Background: an optimization exercise with open tools, aiming at small area, a short achievable clock period and few clock cycles per item. Do not read the settings as production practice.
In this exercise RTL edits were held to simulation tests only and were not proved equivalent to the original.

==> flow/design.v (outline; a module is shown in full before it is edited, if it fits) <==
// module gnn_fa: 3 lines
// module gnn_ha: 3 lines
// module top: 13263 lines
module top ( x0_node0, x1_node0, x2_node0, x3_node0,
x0_node1, x1_node1, x2_node1, x3_node1,
x0_node2, x1_node2, x2_node2, x3_node2,
x0_node3, x1_node3, x2_node3, x3_node3,
w04, w14, w24, w34,
w05, w15, w25, w35,
w06, w16, w26, w36,
w07, w17, w27, w37,
w48, w58, w68, w78,
w49, w59, w69, w79,
out0_node0, out1_node0,
out0_node1, out1_node1,
out0_node2, out1_node2,
out0_node3, out1_node3,
in_ready,
out10_ready_node0, out11_ready_node0,
out10_ready_node1, out11_ready_node1,
out10_ready_node2, out11_ready_node2,
out10_ready_node3, out11_ready_node3,
clk);
  // ...
==> flow/flow/run.sh <==
#!/bin/bash
# The standard layout (the standard.sh, standard synthesis unchanged), with the port
# buffers that placement inserts made plain buf_4 cells instead of the default
# delay buffer (clkdlybuf4s50_1). Every port still gets its own buffer.
set -euo pipefail
bash standard.sh 'BUFFER_PORTS_ARGS=-buffer_cell sky130_fd_sc_hd__buf_4' finish > make_finish.log 2>&1
==> flow/standard.sh <==
#!/bin/bash
# synth_recipe.tcl (not shown) runs the flow's synth.tcl, then flattens the netlist and writes it again
# the make line also repeats each setting of config.mk as NAME=value (left out here)
make -C /OpenROAD-flow-scripts/flow DESIGN_CONFIG=/design/flow/config.mk WORK_HOME=/design/flow/orfs CLKGATE_MAP_FILE= SYNTH_SCRIPT=/design/flow/synth_recipe.tcl "${@:-finish}"
==> flow/config.mk <==
export PLATFORM = sky130hd
export DESIGN_NAME = top
export DESIGN_NICKNAME = top
export VERILOG_FILES = /design/flow/design.v
export SDC_FILE = /design/flow/constraint.sdc
export NUM_CORES = 4
export LEC_CHECK = 0
export CAP_MARGIN = 20
export CORE_MARGIN = 2
export CORE_UTILIZATION = 45
export PLACE_DENSITY = 0.6
export SETUP_SLACK_MARGIN = 4.2
export SLEW_MARGIN = 20
export SYNTH_HIERARCHICAL = 1
export SYNTH_MINIMUM_KEEP_SIZE = 0
==> flow/constraint.sdc <==
create_clock -name core_clock -period 15.0 [get_ports {clk}]
set_input_delay 3.0000 -clock core_clock [delete_from_list [all_inputs] [get_ports {clk}]]
set_output_delay 3.0000 -clock core_clock [all_outputs]
set_load 0.01 [all_outputs]
==> flow_metrics.py, run 1 <==
metrics = {
    "status": {
        "status": "finished clean",
    },
    "placed_design": {
        "dp.cells": 13300,
    },
    "logic_synthesis": {
        "synth_compound_area_share_pct": 1.88,
        "synth_ff_type": "edfxtp_1",
        "synth-seq-cells": 232,
        "syn_inst": 10400,
        "synth.most_common_cell": "fa_1",
        "synth_area_per_cell_um2": 11.2,
    },
    "cells_and_area": {
        "buf_share_pct": 10.2,
        "diodes": 22,
        "multi_input_area_share_pct": 79.0,
    },
    "critical_path": {
        "cpMostUsedCell": "fa_1",
        "crit_slowest_cell": "fa_2",
    },
    "grt": {
        "grt_use_met2_pct": 52.4,
        "use_met3_pct": 12.4,
    },
    "floorplanning": {
        "nWellTaps": 3384,
        "start_util_pct": 45.2,
        "dieArea_um2": 262000,
    },
    "timing": {
        "whs_ns": 2.52,
        "period_share_pct": 73.2,
        "hold_viol_final": 0,
    },
    "clock_network": {
        "cts_hold_buffers": 0,
        "cts_tree": "built",
        "cts_resized": 718,
    },
    "drt": {
        "dr.pass1.iters": 6,
    },
    "hold_path": {
        "min_path_type": "in2reg",
    },
}
Testbench counts, summed over its fixed seeds: cycles 4,800, items 4,800.
==> run 2, diff against run 1 <==
--- a/flow/config.mk
+++ b/flow/config.mk
@@ -9,7 +9,8 @@
 export CORE_MARGIN = 2
 export CORE_UTILIZATION = 45
 export PLACE_DENSITY = 0.6
-export SETUP_SLACK_MARGIN = 4.2
+export SETUP_SLACK_MARGIN = 3.5
 export SLEW_MARGIN = 20
 export SYNTH_HIERARCHICAL = 1
 export SYNTH_MINIMUM_KEEP_SIZE = 0
+export TNS_END_PERCENT = 20
==> flow_metrics.py, run 2 <==
metrics = {
    "clock_network": {
        "cts_hold_buffers": 0,
        "cts.sinks": 232,
        "clk_pin_slew_ns": 0.08,
        "cts_tree": "built",
        "cts_htree_levels": 1,
        "cts_buffers": 26,
        "cts_root_buffer": "clkbuf_16",
        "clock_path_buffers": 3,
    },
    "cells_and_area": {
        "final_cell_mix": "fa_1, nand2_1, and2_1",
        "finalNonFillerCells": 13600,
        "fin_area_um2": 124000,
        "layout-drive-gt1-share_pct": 7.59,
        "area_growth_pct": 7.19,
        "nNetsFinal": 14500,
        "layout_commonest_cell": "fa_1",
        "fill_cells": 23100,
    },
    "drt": {
        "wirelength_um": 433000,
        "ant_nets": 0,
        "dr_total_vias": 80800,
        "routed_via_density": 5.94,
        "wl_per_cell_um": 31.8,
        "drt_first_iter_violations": 8703,
        "dr.pass1.iters": 6,
        "route.detailed.drc": 0,
    },
    "logic_synthesis": {
        "synth_ff_type": "edfxtp_1",
        "synth_edf_count": 232,
        "synth_cell_type_count": 74,
        "synth_compound_area_share_pct": 1.88,
        "yosysTopAreaCell": "fa_1",
        "synth.mux.area_fraction_pct": 0.00864,
        "yosysSeqAreaShare_pct": 6.01,
        "synth-async-reset-ratio_pct": 0,
        "yosys_warnings": 7,
        "synth_area_per_cell_um2": 11.2,
        "synth-xor-area-share_pct": 1.06,
        "synth_top_area_share_pct": 66.6,
        "synth_area_um2": 116000,
        "synth.most_common_cell": "fa_1",
        "synth-simple-area-share_pct": 15.5,
        "synth-adder-area-share_pct": 69.9,
        "synth_common_cells": "fa_1, nand2_1, and2_1",
        "synth_top_family_by_area": "adder cells",
        "syn_inst": 10400,
        "synth_area_leaders": "fa_1, nand2_1, edfxtp_1",
        "synth-seq-cells": 232,
    },
    "timing": {
        "slew_headroom_pct": 27.2,
        "period_share_pct": 75.9,
        "rsz0062_at_grt": "yes",
        "hold_viol_final": 0,
        "final_max_slew_viol_count": 0,
        "period_needed_ns": 11.38,
        "layout_setup_ws_ns": 3.62,
        "worst_pin_slew_ns": 1.08,
        "setup_viol": 0,
        "fmax_mhz": 87.9,
        "totalNegativeSetupSlack_ns": 0,
    },
    "floorplanning": {
        "dieArea_um2": 262000,
        "row_count": 186,
        "die_h_um": 512,
        "core_area_um2": 256000,
        "start_util_pct": 45.2,
        "dieWidth_um": 512,
        "io-pin-count": 378,
    },
    "critical_path": {
        "crit_path_max_fanout": 10,
        "worstPathRequired_ns": 12.00,
        "crit_path_end_kind": "output pin",
        "critPathLaunchType": "register",
        "critPathArrivalTime_ns": 8.38,
        "path_class": "reg2out",
    },
    "placed_design": {
        "io_buffers": 369,
        "post-place-ws_ns": 3.29,
        "gp_congestion": 1.02,
        "placed_cell_area_um2": 119000,
        "dp.cells": 13300,
        "dpl.hpwl_um": 332000,
    },
    "status": {
        "status": "finished clean",
    },
    "grt": {
        "grt_pass1_vias": 92500,
        "groute.usage.overall_pct": 33.8,
        "grt_max_degree": 86,
        "overflow": 0,
        "antenna_found_initial": 30,
        "grt_pass1_wl_um": 637000,
    },
    "hold_path": {
        "min_path_type": "in2reg",
    },
    "job": {
        "maxCapViolCount": 0,
    },
}
==> run 2: cell counts after synthesis <==
Identical to the previous run, type by type.
==> run 2: final cells by class <==
cell class | count | area [um2] | share of cell area, %
antenna | 24 | 60.1 | 0.0483
clock buffer | 31 | 691 | 0.556
clock inverter | 17 | 160 | 0.129
inverter | 654 | 2450 | 1.98
multi-input combinational | 8584 | 103000 | 82.5
sequential | 232 | 6970 | 5.61
tap | 3384 | 4230 | 3.41
timing repair buffer | 688 | 7160 | 5.76
==> run 2: kinds of logic (layout without fill, tap and decap cells) <==
| kind of cell | after synthesis | after routing |
|---|---|---|
| XOR/XNOR | 140 | 140 |
| flip-flops | 232 | 232 |
| adder cells (fa/ha/maj) | 4160 | 4160 |
| other | 1 | 32 |
| multiplexers | 1 | 1 |
| AND/OR/NAND/NOR | 3947 | 3947 |
| buffers and inverters | 1571 | 1390 |
| AO/OA/AOI/OAI | 328 | 328 |
==> run 2: what timing repair did <==
| action | 4_1_cts | 5_1_grt |
|---|---|---|
| gates cloned | 0 | 2 |
| gates resized for setup | 65 | 88 |
| setup buffers | 149 | 97 |
| pin swaps | 1 | 5 |
| endpoints found under the setup margin | 45 | 50 |
==> run 2: worst paths after layout <==
path	start	end	slack, ns	depth (start not counted)
setup / recovery	h_n0_j3[8]$_DFFE_PP_	out1_node0[19]	3.62	20
hold / removal	w78[3]	w78_r[3]$_DFFE_PP_	2.53	1
==> run 2: modules after synthesis, one instance, submodules excluded <==
module  times used  area (um2)  flops+latches
top              1       38500            232
gnn_fa        3848        20.0              0
gnn_ha          32        12.5              0
==> run 2: metal layers <==
| layer | wire, um | global-route usage [%] |
|---|---|---|
| met5 | 302 | 0.311 |
| met4 | 33500 | 19.8 |
| met3 | 56500 | 10.7 |
| met2 | 188000 | 50.4 |
| met1 | 155000 | 43.6 |
==> run 2: stage by stage <==
stage | hold slack, ns | util [%]
2_1_floorplan | 3.10 | -
3_3_place_gp | 3.18 | 46.5
3_5_place_dp | 3.18 | 46.5
4_1_cts | 2.51 | 47.7
5_1_grt | 2.52 | 48.4
6_report | 2.53 | 48.4
==> run 2: worst max-delay path: stages (launching register included) <==
cell and delay [ns]:
edfxtp_1 1.05, nand2_1 0.18, fa_1 0.46, fa_1 0.44
fa_1 0.42, fa_1 0.43, fa_1 0.45, fa_1 0.40
fa_1 0.67, fa_1 0.52, fa_1 0.48, fa_1 0.50
inv_1 0.05, ha_1 0.37, a21o_1 0.24, a21o_1 0.21
or3_1 0.34, o21ai_0 0.08, a21oi_1 0.07, xor2_1 0.19
buf_4 0.16
==> run 3, diff against run 2 <==
--- a/flow/config.mk
+++ b/flow/config.mk
@@ -13,4 +13,3 @@
 export SLEW_MARGIN = 20
 export SYNTH_HIERARCHICAL = 1
 export SYNTH_MINIMUM_KEEP_SIZE = 0
-export TNS_END_PERCENT = 20
==> flow_metrics.py, run 3 <==
metrics = {
    "grt": {
        "groute.usage.overall_pct": 33.9,
        "grt_pass1_wl_um": 637000,
        "grt_max_degree": 86,
        "grt_pass1_vias": 92500,
        "antenna_found_initial": 31,
        "overflow": 0,
    },
    "floorplanning": {
        "row_count": 186,
        "die_h_um": 512,
        "dieWidth_um": 512,
        "io-pin-count": 378,
        "start_util_pct": 45.2,
        "core_area_um2": 256000,
        "dieArea_um2": 262000,
    },
    "logic_synthesis": {
        "synth_top_family_by_area": "adder cells",
        "synth_edf_count": 232,
        "synth_common_cells": "fa_1, nand2_1, and2_1",
        "synth-simple-area-share_pct": 15.5,
        "synth_area_per_cell_um2": 11.2,
        "syn_inst": 10400,
        "synth.most_common_cell": "fa_1",
        "synth_area_leaders": "fa_1, nand2_1, edfxtp_1",
        "synth_top_area_share_pct": 66.6,
        "yosysSeqAreaShare_pct": 6.01,
        "synth-adder-area-share_pct": 69.9,
        "synth_cell_type_count": 74,
        "synth_compound_area_share_pct": 1.88,
        "synth_area_um2": 116000,
        "synth_ff_type": "edfxtp_1",
        "synth-async-reset-ratio_pct": 0,
        "yosys_warnings": 7,
        "synth.mux.area_fraction_pct": 0.00864,
        "synth-xor-area-share_pct": 1.06,
        "yosysTopAreaCell": "fa_1",
        "synth-seq-cells": 232,
    },
    "drt": {
        "dr_total_vias": 80700,
        "wl_per_cell_um": 31.8,
        "wirelength_um": 433000,
        "ant_nets": 0,
        "route.detailed.drc": 0,
        "routed_via_density": 5.92,
        "dr.pass1.iters": 6,
        "drt_first_iter_violations": 8504,
    },
    "clock_network": {
        "cts_root_buffer": "clkbuf_16",
        "cts_tree": "built",
        "cts_htree_levels": 1,
        "clock_path_buffers": 3,
        "cts_hold_buffers": 0,
        "cts.sinks": 232,
        "clk_pin_slew_ns": 0.09,
        "cts_buffers": 26,
    },
    "status": {
        "status": "finished clean",
    },
    "critical_path": {
        "cpMostUsedCell": "fa_1",
        "cp_num_buf_inv": 4,
        "crit_slowest_cell": "fa_1",
        "crit_path_max_fanout": 48,
        "worstPathRequired_ns": 12.00,
        "path_class": "reg2out",
        "cp_top_family": "adder cells",
        "crit_path_end_kind": "output pin",
        "cpPeakStageDelay_ns": 0.67,
        "critPathArrivalTime_ns": 8.35,
        "worstPathCellList": "buf_12, nand2_1, fa_1, fa_1, fa_1, fa_1, fa_1, fa_1, fa_2, fa_1, fa_1, fa_1, inv_1, ha_1, a211oi_1, o211ai_1, a221oi_2, buf_4, nor4bb_1, a311o_1, buf_4",
        "critPathLaunchType": "register",
    },
    "timing": {
        "period_needed_ns": 11.35,
        "period_share_pct": 75.6,
        "whs_ns": 2.52,
        "rsz0062_at_grt": "no",
        "layout_setup_ws_ns": 3.65,
        "slew_headroom_pct": 26.1,
        "totalNegativeSetupSlack_ns": 0,
        "fmax_mhz": 88.1,
        "final_max_slew_viol_count": 0,
        "hold_viol_final": 0,
        "worst_pin_slew_ns": 1.09,
        "setup_viol": 0,
    },
    "cells_and_area": {
        "layout_commonest_cell": "fa_1",
        "nNetsFinal": 14600,
        "final_cell_mix": "fa_1, nand2_1, and2_1",
        "finalNonFillerCells": 13600,
        "area_growth_pct": 7.34,
        "layout-drive-gt1-share_pct": 7.77,
    },
    "placed_design": {
        "post-place-ws_ns": 3.29,
        "dp.cells": 13300,
        "io_buffers": 369,
        "gp_congestion": 1.02,
        "dpl.hpwl_um": 332000,
    },
    "job": {
        "maxCapViolCount": 0,
    },
    "hold_path": {
        "min_path_type": "in2reg",
    },
}
==> run 3: cell counts after synthesis <==
No cell type changed its count.
==> run 3: repair_timing <==
action	in CTS	in global routing
buffers inserted	153	112
pin swaps	1	5
gates resized for setup	65	87
setup endpoints to repair	45	50
cloned	0	2
==> run 3: final cells by class <==
type,instances,area [um2]
diodes,15,37.5
repair buffers,707,7360
well taps,3384,4230
clock buffers,31,691
flip-flops and latches,232,6970
clock inverters,17,160
fillers,23000,132000
multi-input cells,8584,103000
inverters,654,2450
==> run 3: stage by stage <==
step                      util (%)  area (um2)
final                         48.5      124000
after global routing          48.5      124000
after CTS                     47.7      122000
after detailed placement      46.5      119000
after global placement        46.5      119000
after floorplan                  -      116000
==> run 3: path summary, 6_finish.rpt <==
check | startpoint | end | slack [ns] | depth (start not counted)
max | w68_r[2]$_DFFE_PP_ | out0_node2[18] | 3.65 | 21
min | w78[3] | w78_r[3]$_DFFE_PP_ | 2.52 | 1
==> run 3: per-layer routing <==
| layer | share of wire [%] | global-route usage [%] |
|---|---|---|
| met5 | 0.037 | 0 |
| met1 | 36 | 43.7 |
| met3 | 13 | 10.6 |
| met4 | 7.7 | 19.8 |
| met2 | 43 | 50.5 |
==> run 3: Yosys stat by module (local to each module, per instance) <==
| module | flip-flops and latches | times used |
|---|---|---|
| top | 232 | 1 |
| gnn_ha | 0 | 32 |
| gnn_fa | 0 | 3848 |
==> run 3: cell families (layout without fill, tap and decap cells) <==
family	after synthesis	in the layout
AND/OR/NAND/NOR	3947	3947
AO/OA/AOI/OAI	328	328
adder cells (fa/ha/maj)	4160	4160
XOR/XNOR	140	140
multiplexers	1	1
buffers and inverters	1571	1409
other	1	23
flip-flops	232	232
==> run 4, diff against run 3 <==
--- a/flow/config.mk
+++ b/flow/config.mk
@@ -8,7 +8,8 @@
 export CAP_MARGIN = 20
 export CORE_MARGIN = 2
 export CORE_UTILIZATION = 45
-export PLACE_DENSITY = 0.6
+export GPL_ROUTABILITY_DRIVEN = 0
+export PLACE_DENSITY = 0.75
 export SETUP_SLACK_MARGIN = 3.5
 export SLEW_MARGIN = 20
 export SYNTH_HIERARCHICAL = 1
==> flow_metrics.py, run 4 <==
metrics = {
    "status": {
        "status": "finished clean",
    },
    "placed_design": {
        "io_buffers": 369,
        "post-place-ws_ns": 3.40,
        "dpl.hpwl_um": 307000,
        "dp.cells": 13300,
        "placed_cell_area_um2": 119000,
    },
    "timing": {
        "fmax_mhz": 87.3,
        "whs_ns": 2.53,
        "final_max_slew_viol_count": 0,
        "period_needed_ns": 11.45,
        "setup_viol": 0,
        "slew_headroom_pct": 22.1,
        "period_share_pct": 76.4,
        "layout_setup_ws_ns": 3.55,
        "rsz0062_at_grt": "no",
        "worst_pin_slew_ns": 1.17,
        "hold_viol_final": 0,
        "totalNegativeSetupSlack_ns": 0,
    },
    "floorplanning": {
        "io-pin-count": 378,
        "row_count": 186,
        "core_area_um2": 256000,
        "die_h_um": 512,
        "dieWidth_um": 512,
        "dieArea_um2": 262000,
        "start_util_pct": 45.2,
    },
    "logic_synthesis": {
        "synth-seq-cells": 232,
        "synth-async-reset-ratio_pct": 0,
        "synth-simple-area-share_pct": 15.5,
        "synth-xor-area-share_pct": 1.06,
        "syn_inst": 10400,
        "synth_ff_type": "edfxtp_1",
        "synth_compound_area_share_pct": 1.88,
        "yosys_warnings": 7,
        "synth_area_per_cell_um2": 11.2,
        "synth_top_family_by_area": "adder cells",
        "synth_common_cells": "fa_1, nand2_1, and2_1",
        "synth_area_leaders": "fa_1, nand2_1, edfxtp_1",
        "yosysSeqAreaShare_pct": 6.01,
        "synth_edf_count": 232,
        "synth.most_common_cell": "fa_1",
        "yosysTopAreaCell": "fa_1",
        "synth-adder-area-share_pct": 69.9,
        "synth_cell_type_count": 74,
        "synth_area_um2": 116000,
        "synth.mux.area_fraction_pct": 0.00864,
        "synth_top_area_share_pct": 66.6,
    },
    "grt": {
        "antenna_found_initial": 22,
        "groute.usage.overall_pct": 31.3,
        "overflow": 0,
        "grt_pass1_vias": 91300,
        "grt_max_degree": 87,
        "grt_pass1_wl_um": 597000,
    },
    "critical_path": {
        "critPathLaunchType": "register",
        "critPathArrivalTime_ns": 8.45,
        "path_class": "reg2out",
        "worstPathRequired_ns": 12.00,
        "crit_path_max_fanout": 10,
        "crit_path_end_kind": "output pin",
    },
    "drt": {
        "ant_nets": 0,
        "dr_total_vias": 82500,
        "drt_first_iter_violations": 10700,
        "wirelength_um": 408000,
        "routed_via_density": 6.06,
        "route.detailed.drc": 0,
        "wl_per_cell_um": 29.9,
        "dr.pass1.iters": 10,
    },
    "cells_and_area": {
        "finalNonFillerCells": 13600,
        "fin_util_pct": 48.5,
        "fill_cells": 22100,
        "final_cell_mix": "fa_1, nand2_1, and2_1",
        "multi_input_area_um2": 103000,
        "area_growth_pct": 7.42,
        "layout_commonest_cell": "fa_1",
        "layout-drive-gt1-share_pct": 7.82,
        "seqCellArea_um2": 6970,
        "fin_area_um2": 125000,
        "nNetsFinal": 14600,
    },
    "clock_network": {
        "clk_pin_slew_ns": 0.07,
        "cts_htree_levels": 1,
        "cts_root_buffer": "clkbuf_16",
        "clock_path_buffers": 3,
        "cts.sinks": 232,
        "cts_hold_buffers": 0,
        "cts_buffers": 25,
        "cts_tree": "built",
    },
    "hold_path": {
        "min_path_type": "in2reg",
    },
    "job": {
        "maxCapViolCount": 0,
    },
}
## run 4: cell counts after synthesis
No cell type changed its count.
## run 4: cells by family (layout without fill, tap and decap cells)
group	Yosys count	count (layout)
adder cells (fa/ha/maj)	4160	4160
AND/OR/NAND/NOR	3947	3947
buffers and inverters	1571	1419
AO/OA/AOI/OAI	328	328
flip-flops	232	232
XOR/XNOR	140	140
other	1	18
multiplexers	1	1
## run 4: worst paths after layout
kind              slack, ns                 end  cells after the start                 start
setup / recovery       3.55      out1_node0[19]                     22  h_n0_j3[8]$_DFFE_PP_
hold / removal         2.53  w79_r[1]$_DFFE_PP_                      1                w79[1]
## run 4: timing repair
action / 4_1_cts / 5_1_grt
gates resized for setup: 62 / 74
buffers inserted: 143 / 150
endpoints found under the setup margin: 43 / 47
pin swaps: 0 / 5
gates cloned: 0 / 1
## run 4: critical path, stage by stage (launching register included)
cell	delay [ns]
edfxtp_1	1.07
nand2_1	0.16
fa_1	0.44
fa_1	0.42
fa_1	0.40
fa_1	0.41
fa_1	0.46
fa_1	0.49
inv_1	0.04
ha_1	0.51
inv_1	0.21
fa_1	0.46
fa_1	0.47
fa_1	0.51
inv_1	0.05
ha_1	0.37
a21o_1	0.24
a21o_1	0.21
or3_1	0.34
o21ai_0	0.07
a21oi_1	0.08
xor2_1	0.21
buf_4	0.17
## run 4: routing by layer
layer / up-vias / wire, um / track usage [%]
li1: 30400 / - / -
met1: 42500 / 130000 / 37.9
met2: 7738 / 166000 / 43.9
met3: 1847 / 74900 / 16.1
met4: 26 / 37500 / 19.6
met5: - / 273 / 0.347
## run 4: final cells by class
type | count | area share, %
multi-input combinational | 8584 | 82.3
timing repair buffer | 719 | 6.02
sequential | 232 | 5.60
tap | 3384 | 3.40
inverter | 654 | 1.97
clock buffer | 28 | 0.512
clock inverter | 18 | 0.139
antenna | 10 | 0.0201
## run 4: modules after synthesis, one instance, submodules excluded
| module | times used | cells | flip-flops and latches | cell area (um2) |
|---|---|---|---|---|
| gnn_fa | 3848 | 1 | 0 | 20.0 |
| gnn_ha | 32 | 1 | 0 | 12.5 |
| top | 1 | 6500 | 232 | 38500 |
==> run 5, diff against run 4 <==
--- a/flow/config.mk
+++ b/flow/config.mk
@@ -8,9 +8,8 @@
 export CAP_MARGIN = 20
 export CORE_MARGIN = 2
 export CORE_UTILIZATION = 45
-export GPL_ROUTABILITY_DRIVEN = 0
-export PLACE_DENSITY = 0.75
-export SETUP_SLACK_MARGIN = 3.5
+export PLACE_DENSITY = 0.6
+export SETUP_SLACK_MARGIN = 3.75
 export SLEW_MARGIN = 20
 export SYNTH_HIERARCHICAL = 1
 export SYNTH_MINIMUM_KEEP_SIZE = 0
==> flow_metrics.py, run 5 <==
metrics = {
    "drt": {
        "ant_nets": 0,
        "drt_first_iter_violations": 9215,
        "dr.pass1.iters": 7,
        "wirelength_um": 448000,
        "route.detailed.drc": 0,
        "dr_total_vias": 81900,
        "routed_via_density": 5.96,
        "wl_per_cell_um": 32.6,
    },
    "critical_path": {
        "cpMostUsedCell": "fa_1",
        "cp_top_family": "adder cells",
        "crit_path_max_fanout": 48,
        "cpPeakStageDelay_ns": 0.65,
        "path_class": "reg2out",
        "critPathArrivalTime_ns": 8.16,
        "critPathLaunchType": "register",
        "worstPathCellList": "clkbuf_16, nand2_1, fa_1, fa_1, fa_1, fa_1, fa_1, fa_2, fa_2, fa_1, fa_1, fa_1, inv_1, ha_2, a211oi_2, o211ai_1, buf_4, a221oi_4, nor4bb_1, a311o_1, buf_4",
        "crit_slowest_cell": "fa_2",
        "cp_num_buf_inv": 4,
        "crit_path_end_kind": "output pin",
        "worstPathRequired_ns": 12.00,
    },
    "logic_synthesis": {
        "syn_inst": 10400,
        "yosysTopAreaCell": "fa_1",
        "synth_cell_type_count": 74,
        "synth_area_leaders": "fa_1, nand2_1, edfxtp_1",
        "synth_area_um2": 116000,
        "synth-simple-area-share_pct": 15.5,
        "synth.mux.area_fraction_pct": 0.00864,
        "synth_common_cells": "fa_1, nand2_1, and2_1",
        "yosys_warnings": 7,
        "yosysSeqAreaShare_pct": 6.01,
        "synth_top_area_share_pct": 66.6,
        "synth_top_family_by_area": "adder cells",
        "synth_edf_count": 232,
        "synth_compound_area_share_pct": 1.88,
        "synth-xor-area-share_pct": 1.06,
        "synth-adder-area-share_pct": 69.9,
        "synth.most_common_cell": "fa_1",
        "synth-async-reset-ratio_pct": 0,
        "synth_ff_type": "edfxtp_1",
        "synth_area_per_cell_um2": 11.2,
        "synth-seq-cells": 232,
    },
    "grt": {
        "overflow": 0,
        "antenna_found_initial": 31,
        "groute.usage.overall_pct": 34.0,
        "grt_pass1_vias": 93100,
        "grt_max_degree": 86,
        "grt_pass1_wl_um": 641000,
    },
    "hold_path": {
        "holdCritStartpoint": "w78[3]",
        "whs_path_depth": 1,
        "min_path_type": "in2reg",
        "hold-path-endpoint": "w78_r[3]$_DFFE_PP_",
    },
    "cells_and_area": {
        "layout_commonest_cell": "fa_1",
        "nNetsFinal": 14700,
        "area_growth_pct": 9.24,
        "fill_cells": 22800,
        "final_cell_mix": "fa_1, nand2_1, and2_1",
        "layout-drive-gt1-share_pct": 9.64,
    },
    "clock_network": {
        "clock_path_buffers": 3,
        "cts_root_buffer": "clkbuf_16",
        "clk_pin_slew_ns": 0.08,
        "cts_tree": "built",
        "cts.sinks": 232,
        "cts_htree_levels": 1,
        "cts_hold_buffers": 0,
        "cts_buffers": 26,
    },
    "placed_design": {
        "gp_congestion": 1.02,
        "io_buffers": 369,
        "dpl.hpwl_um": 332000,
    },
    "timing": {
        "fmax_mhz": 89.6,
        "final_max_slew_viol_count": 0,
        "period_share_pct": 74.4,
        "worst_pin_slew_ns": 1.07,
        "hold_viol_final": 0,
        "totalNegativeSetupSlack_ns": 0,
        "period_needed_ns": 11.16,
        "whs_ns": 2.53,
        "rsz0062_at_grt": "yes",
        "setup_viol": 0,
        "slew_headroom_pct": 27.4,
    },
    "floorplanning": {
        "io-pin-count": 378,
        "dieArea_um2": 262000,
        "row_count": 186,
        "start_util_pct": 45.2,
        "dieWidth_um": 512,
        "die_h_um": 512,
        "core_area_um2": 256000,
    },
    "job": {
        "maxCapViolCount": 0,
    },
    "status": {
        "status": "finished clean",
    },
}
==> run 5: cell counts after synthesis <==
No cell type changed its count.
==> run 5: Yosys stat by module (local to each module, per instance) <==
module | cells | times used | area [um2] | flops+latches
top | 6500 | 1 | 38500 | 232
gnn_fa | 1 | 3848 | 20.0 | 0
gnn_ha | 1 | 32 | 12.5 | 0
==> run 5: how the worst max path moves through the flow <==
stage | from | end | slack [ns] | depth (start not counted)
after CTS | w69_r[3]$_DFFE_PP_ | out1_node1[15] | 3.75 | 20
final | w48_r[0]$_DFFE_PP_ | out0_node2[18] | 3.84 | 21
after floorplan | x0_node1[3] | h_n0_j0[0]$_DFFE_PP_ | 4.09 | 22
after detailed placement | w16[1] | h_n1_j2[0]$_DFFE_PP_ | 3.29 | 21
after global routing | w48_r[0]$_DFFE_PP_ | out0_node2[18] | 3.59 | 21
after global placement | x0_node1[3] | h_n0_j3[9]$_DFFE_PP_ | 3.26 | 21
==> run 5: kinds of logic (layout without fill, tap and decap cells) <==
logic type                 count (synthesis)  in the layout
AOI/OAI and AO/OA                        328            328
other                                      1             29
buffers and inverters                   1571           1526
DFF                                      232            232
xor gates and xnor gates                 140            140
and+or+nand+nor                         3947           3947
adders and majority gates               4160           4160
muxes                                      1              1
==> run 5: final cells by class <==
type / instances / area, um2 / share of cell area [%]
inverter: 654 / 2450 / 1.94
tap: 3384 / 4230 / 3.34
clock buffer: 31 / 691 / 0.545
multi-input combinational: 8584 / 103000 / 81.3
sequential: 232 / 6970 / 5.50
timing repair buffer: 824 / 9180 / 7.25
antenna: 21 / 52.6 / 0.0415
clock inverter: 17 / 160 / 0.126
==> run 5: per-stage QoR <==
step	instance area [um2]	utilization, %	worst slack, ns	std cells
after CTS	124000	48.5	3.75	13600
after floorplan	116000	-	4.09	10400
after detailed placement	119000	46.5	3.29	13300
after global placement	119000	46.5	3.26	13300
after global routing	127000	49.4	3.59	13700
final	127000	49.4	3.84	13700
==> run 5: metal layers <==
layer / track usage (%) / wire, um
met5: 0 / 181
met4: 20.3 / 37200
met3: 10.9 / 61000
met2: 50.6 / 192000
met1: 43.6 / 158000
==> run 5: repair_timing <==
item                       4_1_cts  5_1_grt
gates resized for setup        128      201
pin swaps                        3       25
setup buffers                  265       84
gates cloned                     2       33
setup endpoints to repair       69      102
==> run 6, diff against run 5 <==
--- a/flow/config.mk
+++ b/flow/config.mk
@@ -7,9 +7,9 @@
 export LEC_CHECK = 0
 export CAP_MARGIN = 20
 export CORE_MARGIN = 2
-export CORE_UTILIZATION = 45
-export PLACE_DENSITY = 0.6
-export SETUP_SLACK_MARGIN = 3.75
+export CORE_UTILIZATION = 60
+export PLACE_DENSITY = 0.7
+export SETUP_SLACK_MARGIN = 3.5
 export SLEW_MARGIN = 20
 export SYNTH_HIERARCHICAL = 1
 export SYNTH_MINIMUM_KEEP_SIZE = 0
==> flow_metrics.py, run 6 <==
metrics = {
    "logic_synthesis": {
        "synth_top_area_share_pct": 66.6,
        "synth_cell_type_count": 74,
        "synth_common_cells": "fa_1, nand2_1, and2_1",
        "synth_area_per_cell_um2": 11.2,
        "yosysSeqAreaShare_pct": 6.01,
        "synth-seq-cells": 232,
        "syn_inst": 10400,
        "synth_edf_count": 232,
        "yosysTopAreaCell": "fa_1",
        "yosys_warnings": 7,
        "synth_area_um2": 116000,
        "synth.most_common_cell": "fa_1",
        "synth_ff_type": "edfxtp_1",
        "synth-async-reset-ratio_pct": 0,
        "synth_area_leaders": "fa_1, nand2_1, edfxtp_1",
    },
    "timing": {
        "slew_headroom_pct": 26.8,
        "period_share_pct": 76.1,
        "rsz0062_at_grt": "yes",
        "layout_setup_ws_ns": 3.58,
        "setup_viol": 0,
        "totalNegativeSetupSlack_ns": 0,
        "whs_ns": 2.55,
        "worst_pin_slew_ns": 1.10,
        "fmax_mhz": 87.6,
        "period_needed_ns": 11.42,
        "hold_viol_final": 0,
        "final_max_slew_viol_count": 0,
    },
    "clock_network": {
        "clk_pin_slew_ns": 0.06,
        "cts_buffers": 26,
        "cts.sinks": 232,
        "clock_path_buffers": 3,
        "cts_hold_buffers": 0,
        "cts_root_buffer": "clkbuf_16",
        "cts_tree": "built",
        "cts_htree_levels": 1,
    },
    "cells_and_area": {
        "layout-drive-gt1-share_pct": 7.78,
        "nNetsFinal": 14600,
        "multi_input_area_um2": 103000,
        "layout_commonest_cell": "fa_1",
        "final_cell_mix": "fa_1, nand2_1, and2_1",
        "fin_area_um2": 124000,
        "finalNonFillerCells": 12800,
        "fill_cells": 14800,
        "seqCellArea_um2": 6970,
        "area_growth_pct": 6.67,
    },
    "critical_path": {
        "crit_slowest_cell": "fa_2",
        "cpMostUsedCell": "fa_1",
        "path_class": "reg2out",
        "critPathArrivalTime_ns": 8.42,
        "cpPeakStageDelay_ns": 0.56,
        "worstPathRequired_ns": 12.00,
        "worstPathCellList": "buf_12, nand2_1, fa_1, fa_1, fa_1, fa_1, fa_1, fa_1, fa_2, fa_1, fa_1, fa_1, inv_1, ha_1, a211oi_1, o211ai_1, a221oi_4, nor4bb_1, a311o_1, buf_4",
        "critPathLaunchType": "register",
        "crit_path_max_fanout": 48,
        "crit_path_end_kind": "output pin",
    },
    "floorplanning": {
        "dieArea_um2": 197000,
        "dieWidth_um": 444,
        "io-pin-count": 378,
        "row_count": 161,
        "core_area_um2": 192000,
        "start_util_pct": 60.3,
        "die_h_um": 444,
    },
    "drt": {
        "routed_via_density": 6.34,
        "wirelength_um": 411000,
        "route.detailed.drc": 0,
        "wl_per_cell_um": 32.2,
        "drt_first_iter_violations": 9038,
        "dr_total_vias": 80900,
        "ant_nets": 0,
        "dr.pass1.iters": 7,
    },
    "placed_design": {
        "post-place-ws_ns": 3.41,
        "dp.cells": 12400,
        "gp_congestion": 1.03,
        "placed_cell_area_um2": 118000,
        "dpl.hpwl_um": 317000,
        "io_buffers": 369,
    },
    "job": {
        "maxCapViolCount": 0,
    },
    "status": {
        "status": "finished clean",
    },
    "grt": {
        "overflow": 0,
        "use_met3_pct": 14.4,
        "antenna_found_initial": 21,
        "grt_pass1_vias": 92100,
        "grt_max_degree": 98,
        "groute.usage.overall_pct": 43.1,
        "grt_pass1_wl_um": 606000,
        "grt.busiest_layer": "met2",
        "grt_use_met2_pct": 63.9,
        "grt_util_met1_pct": 53.9,
    },
    "hold_path": {
        "min_path_type": "in2reg",
    },
}
run 6: cell count changes in the layout (fill, tap and decap cells not counted), sizes merged:
cell / before / now
clkbuf: 66 / 40
bufbuf: 1 / 0
inv: 660 / 659
diode: 21 / 16
bufinv: 1 / 0
clkinvlp: 2 / 1
clkinv: 8 / 11
buf: 788 / 699
run 6: cell families (layout without fill, tap and decap cells):
family / count (synthesis) / after routing / synth area share, %
adders and majority gates: 4160 / 4160 / 69.9
and+or+nand+nor: 3947 / 3947 / 15.5
buffers and inverters: 1571 / 1410 / 5.66
AOI/OAI and AO/OA: 328 / 328 / 1.88
DFF: 232 / 232 / 6.01
xor gates and xnor gates: 140 / 140 / 1.06
other: 1 / 24 / 0.00324
muxes: 1 / 1 / 0.00864
run 6: critical path, delay by kind of cell, from the launching register on:
kind | cells | cell delay, ns
adder cells (fa/ha/maj) | 11 | 5.16
flip-flops | 1 | 0.38
buffers and inverters | 3 | 0.54
AND/OR/NAND/NOR | 2 | 0.27
AO/OA/AOI/OAI | 4 | 1.38
run 6: final timing paths:
path | endpoint | cells past startpoint | slack [ns] | startpoint
max | out0_node2[18] | 20 | 3.58 | w68_r[2]$_DFFE_PP_
min | w48_r[2]$_DFFE_PP_ | 1 | 2.55 | w48[2]
run 6: layer usage:
layer / vias to the layer above / part of all wire [%]
met4: 10 / 9.3
met5: - / 0.017
met1: 42600 / 33
met3: 1584 / 14
met2: 6337 / 44
li1: 30400 / -
run 6: modules after synthesis (local to each module, per instance):
module	cells inside	times used	area, um2
gnn_ha	1	32	12.5
top	6500	1	38500
gnn_fa	1	3848	20.0
run 6: area by class of cell:
class	count	share of cell area, %
Sequential cell	232	5.63
Clock inverter	17	0.111
Antenna cell	16	0.0324
Clock buffer	30	0.556
Timing Repair Buffer	709	6.20
Inverter	654	1.99
Tap cell	2526	2.56
Multi-Input combinational cell	8584	82.9
run 6: timing repair:
| item | CTS | global route |
|---|---|---|
| setup endpoints to repair | 35 | 47 |
| setup buffers | 128 | 154 |
| gates resized for setup | 51 | 106 |
| cloned | 0 | 3 |
| pin swaps | 0 | 5 |
run 6: metrics by stage:
step | util (%)
6_report | 64.3
5_1_grt | 64.3
4_1_cts | 62.9
3_5_place_dp | 61.5
3_3_place_gp | 61.5
2_1_floorplan | -

port drivers added, routing unchanged:
The results above use ideal ports. As a check the final layouts listed here were re-extracted and re-timed, cells and wires unchanged. Step 1: set_driving_cell puts a clkbuf_16 on clk and a buf_2 on each other input, an assumption about the parent block. Step 2 adds t to the input delays and takes it off the output delays; t is the mean of the earliest and latest rising clock arrival at the registers after step 1. Input paths then give back, and output paths get back, about the clock's delay inside the block. a / b / c = no drivers / after step 1 / after step 2; a / b = the first two.
run	t (ns)	setup slack, ns	worst register clock-pin slew, ns
run 1	0.721	4.027 / 3.933 / 3.611	0.09 / 0.09
run 2	0.724	3.619 / 3.526 / 3.140	0.09 / 0.09
run 3	0.710	3.655 / 3.578 / 3.130	0.09 / 0.09
run 4	0.726	3.546 / 3.452 / 3.138	0.07 / 0.07
run 5	0.710	3.842 / 3.759 / 3.294	0.09 / 0.09
run 6	0.692	3.582 / 3.493 / 3.286	0.07 / 0.07
After both steps every run listed still meets setup and hold. The setup slack of run 5, which loses most, moves by -0.083 ns with the drivers and by -0.548 ns with both steps.
